This is an optimization exercise on Yosys and OpenROAD, whose aim is small area and a short achievable clock period, not a production implementation. At most, simulation tests tie the RTL to the original design; equivalence was not proved. Power and IR drop assume default switching activity.

==> run B: inputs <==
==> flow/design.v (excerpt) <==
module wallace_mul(input [15:0] a, input [15:0] b, output [32:0] out, input clk);
Settings: LEC_CHECK=0, CAP_MARGIN=20, CORE_MARGIN=2, CORE_UTILIZATION=40, CTS_BUF_LIST=sky130_fd_sc_hd__clkbuf_16, CTS_CLUSTER_DIAMETER=80, CTS_CLUSTER_SIZE=30, PLACE_DENSITY=0.6, SETUP_SLACK_MARGIN=2.5, SLEW_MARGIN=20, SYNTH_HIERARCHICAL=1, SYNTH_MINIMUM_KEEP_SIZE=0; clock period 4.4 ns.
run.sh (not shown) runs the stock make flow with config.mk's settings and CLKGATE_MAP_FILE= SYNTH_SCRIPT=/design/flow/synth_recipe.tcl, a recipe that flattens the netlist after the stock synthesis.
==> inputs of run X, as changes to run B <==
--- a/flow/design.v
+++ b/flow/design.v
@@ -494,15 +494,14 @@
   wire s121, c121;
   wire s122, c122;
   wire s123, c123;
   wire s124, c124;
   wire s125, c125;
-  wire [10:0] lx = {c106, s106, q3_c86, q3_s86, q3_c51, q3_s51, q3_q2_c1, q3_q2_s1, q3_q2_pp_0_2, q3_q2_nc_0, q3_q2_pp_0_0};
-  wire [10:0] ly = {q3_s88, 1'b0, q3_s87, 1'b0, q3_s52, 1'b0, q3_q2_s2, 1'b0, q3_q2_pp_1_0, q3_q2_pp_0_1, 1'b0};
-  wire [11:0] lsum = lx + ly;
-  reg [11:0] lo4;
-  reg q4_s107;
+  wire [11:0] lx = {s107, c106, s106, q3_c86, q3_s86, q3_c51, q3_s51, q3_q2_c1, q3_q2_s1, q3_q2_pp_0_2, q3_q2_nc_0, q3_q2_pp_0_0};
+  wire [11:0] ly = {1'b0, q3_s88, 1'b0, q3_s87, 1'b0, q3_s52, 1'b0, q3_q2_s2, 1'b0, q3_q2_pp_1_0, q3_q2_pp_0_1, 1'b0};
+  wire [12:0] lsum = lx + ly;
+  reg [12:0] lo4;
   reg q4_c107;
   reg q4_s108;
   reg q4_c108;
   reg q4_s109;
   reg q4_c109;
@@ -538,14 +537,14 @@
   reg q4_c124;
   reg q4_q3_s105;
   reg q4_s125;
   reg q4_c125;
   reg q4_q3_s85;
-  wire [20:0] hx = {q4_c125, q4_s125, q4_c124, q4_c123, q4_c122, q4_c121, q4_c120, q4_c119, q4_c118, q4_c117, q4_c116, q4_c115, q4_c114, q4_c113, q4_c112, q4_c111, q4_c110, q4_c109, q4_c108, q4_c107, q4_s107};
-  wire [20:0] hy = {q4_q3_s85, 1'b0, q4_q3_s105, q4_s124, q4_s123, q4_s122, q4_s121, q4_s120, q4_s119, q4_s118, q4_s117, q4_s116, q4_s115, q4_s114, q4_s113, q4_s112, q4_s111, q4_s110, q4_s109, q4_s108, 1'b0};
-  wire [21:0] hsum = {hx, lo4[11]} + {hy, lo4[11]};
-  wire [32:0] fs = {1'b0, hsum[21:1], lo4[10:0]};
+  wire [19:0] hx = {q4_c125, q4_s125, q4_c124, q4_c123, q4_c122, q4_c121, q4_c120, q4_c119, q4_c118, q4_c117, q4_c116, q4_c115, q4_c114, q4_c113, q4_c112, q4_c111, q4_c110, q4_c109, q4_c108, q4_c107};
+  wire [19:0] hy = {q4_q3_s85, 1'b0, q4_q3_s105, q4_s124, q4_s123, q4_s122, q4_s121, q4_s120, q4_s119, q4_s118, q4_s117, q4_s116, q4_s115, q4_s114, q4_s113, q4_s112, q4_s111, q4_s110, q4_s109, q4_s108};
+  wire [20:0] hsum = {hx, lo4[12]} + {hy, lo4[12]};
+  wire [32:0] fs = {1'b0, hsum[20:1], lo4[11:0]};
   reg [31:0] p5;
   reg [31:0] p6;
   reg [31:0] p7;
   always @(posedge clk) ra1 <= a;
   assign e_neg[0] = bx[1];
@@ -906,11 +905,10 @@
   csa_ha u_s122(.x(q3_c103), .y(q3_s104), .s(s122), .c(c122));
   csa_fa u_s123(.x(q3_c104), .y(q3_c82), .z(q3_s83), .s(s123), .c(c123));
   csa_ha u_s124(.x(q3_c83), .y(q3_s84), .s(s124), .c(c124));
   csa_fa u_s125(.x(q3_c105), .y(q3_q2_c49), .z(q3_q2_s50), .s(s125), .c(c125));
   always @(posedge clk) lo4 <= lsum;
-  always @(posedge clk) q4_s107 <= s107;
   always @(posedge clk) q4_c107 <= c107;
   always @(posedge clk) q4_s108 <= s108;
   always @(posedge clk) q4_c108 <= c108;
   always @(posedge clk) q4_s109 <= s109;
   always @(posedge clk) q4_c109 <= c109;
==> inputs of run P, as changes to run B <==
--- a/flow/design.v
+++ b/flow/design.v
@@ -494,15 +494,14 @@
   wire s121, c121;
   wire s122, c122;
   wire s123, c123;
   wire s124, c124;
   wire s125, c125;
-  wire [10:0] lx = {c106, s106, q3_c86, q3_s86, q3_c51, q3_s51, q3_q2_c1, q3_q2_s1, q3_q2_pp_0_2, q3_q2_nc_0, q3_q2_pp_0_0};
-  wire [10:0] ly = {q3_s88, 1'b0, q3_s87, 1'b0, q3_s52, 1'b0, q3_q2_s2, 1'b0, q3_q2_pp_1_0, q3_q2_pp_0_1, 1'b0};
-  wire [11:0] lsum = lx + ly;
-  reg [11:0] lo4;
-  reg q4_s107;
+  wire [11:0] lx = {s107, c106, s106, q3_c86, q3_s86, q3_c51, q3_s51, q3_q2_c1, q3_q2_s1, q3_q2_pp_0_2, q3_q2_nc_0, q3_q2_pp_0_0};
+  wire [11:0] ly = {1'b0, q3_s88, 1'b0, q3_s87, 1'b0, q3_s52, 1'b0, q3_q2_s2, 1'b0, q3_q2_pp_1_0, q3_q2_pp_0_1, 1'b0};
+  wire [12:0] lsum = lx + ly;
+  reg [12:0] lo4;
   reg q4_c107;
   reg q4_s108;
   reg q4_c108;
   reg q4_s109;
   reg q4_c109;
@@ -538,14 +537,14 @@
   reg q4_c124;
   reg q4_q3_s105;
   reg q4_s125;
   reg q4_c125;
   reg q4_q3_s85;
-  wire [20:0] hx = {q4_c125, q4_s125, q4_c124, q4_c123, q4_c122, q4_c121, q4_c120, q4_c119, q4_c118, q4_c117, q4_c116, q4_c115, q4_c114, q4_c113, q4_c112, q4_c111, q4_c110, q4_c109, q4_c108, q4_c107, q4_s107};
-  wire [20:0] hy = {q4_q3_s85, 1'b0, q4_q3_s105, q4_s124, q4_s123, q4_s122, q4_s121, q4_s120, q4_s119, q4_s118, q4_s117, q4_s116, q4_s115, q4_s114, q4_s113, q4_s112, q4_s111, q4_s110, q4_s109, q4_s108, 1'b0};
-  wire [21:0] hsum = {hx, lo4[11]} + {hy, lo4[11]};
-  wire [32:0] fs = {1'b0, hsum[21:1], lo4[10:0]};
+  wire [19:0] hx = {q4_c125, q4_s125, q4_c124, q4_c123, q4_c122, q4_c121, q4_c120, q4_c119, q4_c118, q4_c117, q4_c116, q4_c115, q4_c114, q4_c113, q4_c112, q4_c111, q4_c110, q4_c109, q4_c108, q4_c107};
+  wire [19:0] hy = {q4_q3_s85, 1'b0, q4_q3_s105, q4_s124, q4_s123, q4_s122, q4_s121, q4_s120, q4_s119, q4_s118, q4_s117, q4_s116, q4_s115, q4_s114, q4_s113, q4_s112, q4_s111, q4_s110, q4_s109, q4_s108};
+  wire [20:0] hsum = {hx, lo4[12]} + {hy, lo4[12]};
+  wire [32:0] fs = {1'b0, hsum[20:1], lo4[11:0]};
   reg [31:0] p5;
   reg [31:0] p6;
   reg [31:0] p7;
   always @(posedge clk) ra1 <= a;
   assign e_neg[0] = bx[1];
@@ -906,11 +905,10 @@
   csa_ha u_s122(.x(q3_c103), .y(q3_s104), .s(s122), .c(c122));
   csa_fa u_s123(.x(q3_c104), .y(q3_c82), .z(q3_s83), .s(s123), .c(c123));
   csa_ha u_s124(.x(q3_c83), .y(q3_s84), .s(s124), .c(c124));
   csa_fa u_s125(.x(q3_c105), .y(q3_q2_c49), .z(q3_q2_s50), .s(s125), .c(c125));
   always @(posedge clk) lo4 <= lsum;
-  always @(posedge clk) q4_s107 <= s107;
   always @(posedge clk) q4_c107 <= c107;
   always @(posedge clk) q4_s108 <= s108;
   always @(posedge clk) q4_c108 <= c108;
   always @(posedge clk) q4_s109 <= s109;
   always @(posedge clk) q4_c109 <= c109;
Settings changed: CTS_CLUSTER_DIAMETER 80 to 120, CTS_CLUSTER_SIZE 30 to 28.
==> results.txt <==
Proportion of synthesized chip area in sequential cells: run P 0.5441; run X 0.5441; run B 0.5444
Die Area: run P 37220 um2; run X 37220 um2; run B 37200 um2
Number of diodes: run P 0; run X 0; run B 1
Largest voltage drop on the vdd net: run P 0.3393 mV; run X 0.3067 mV; run B 0.3574 mV
Number of standard cells in the layout, taps in and fillers out: run P 1570; run X 1580; run B 1582
Via density per instance: run P 4.828; run X 4.801; run B 4.769
Syn avg cell area: run P 12.88 um2; run X 12.88 um2; run B 12.94 um2
Clk pwr share: run P 0.159; run X 0.181; run B 0.178
Power in sequential cells: run P 5.55 mW; run X 5.56 mW; run B 5.52 mW
Worst min-delay path endpoint: run P q3_q2_c1; run X p7[1]; run B p7[1]
Share of final layout cell area taken by clock buffers and inverters: run P 0.02887; run X 0.03798; run B 0.03726
Number of clock buffer instances in the layout: run P 17; run X 19; run B 19
Number of antenna violations at the first check in global routing: run P 1; run X 0; run B 1
Fraction of area in multi-input gates: run P 0.3991; run X 0.3951; run B 0.3928
Met3 routing resource usage after global routing: run P 0.03001; run X 0.02564; run B 0.02619
Post-Synth Simple-Gate Area: run P 0.03777; run X 0.03777; run B 0.03587
Count of cell types in the netlist: run P 47; run X 47; run B 48
Drt first-iter violations: run P 442; run X 464; run B 553
Final instance area: run P 15780 um2; run X 15980 um2; run B 15850 um2
Run status: run P no timing/DRC/antenna violations; run X no timing/DRC/antenna violations; run B no timing/DRC/antenna violations
The RTL of run B was laid out without a check of its function.

afterwards: timing with drivers on the ports:
Ports are ideal in the flow. The routed layouts listed here were re-timed in OpenROAD. Step 1 assumes that a clkbuf_16 drives the clock port and a buf_2 every other input. Step 2 moves the port delays by t, midway between the first and last clock arrival at a register: inputs arrive t later, outputs are due t later. That takes back most of the time a late clock gives input paths. Slacks: no drivers / after step 1 / after step 2; pairs: no drivers / after step 1.
| run | shift t [ns] | setup slack, ns | worst setup path after step 2 | worst register clock-pin slew, ns | pins driven straight from the clock port |
|---|---|---|---|---|---|
| run B | 0.571 | 2.517 / 2.499 / 2.517 | register to register | 0.11 / 0.11 | 1 |
| run X | 0.569 | 2.547 / 2.501 / 2.547 | register to register | 0.11 / 0.11 | 1 |
| run P | 0.557 | 2.539 / 2.505 / 2.539 | register to register | 0.11 / 0.11 | 1 |
After both steps setup and hold are still met in every run listed.
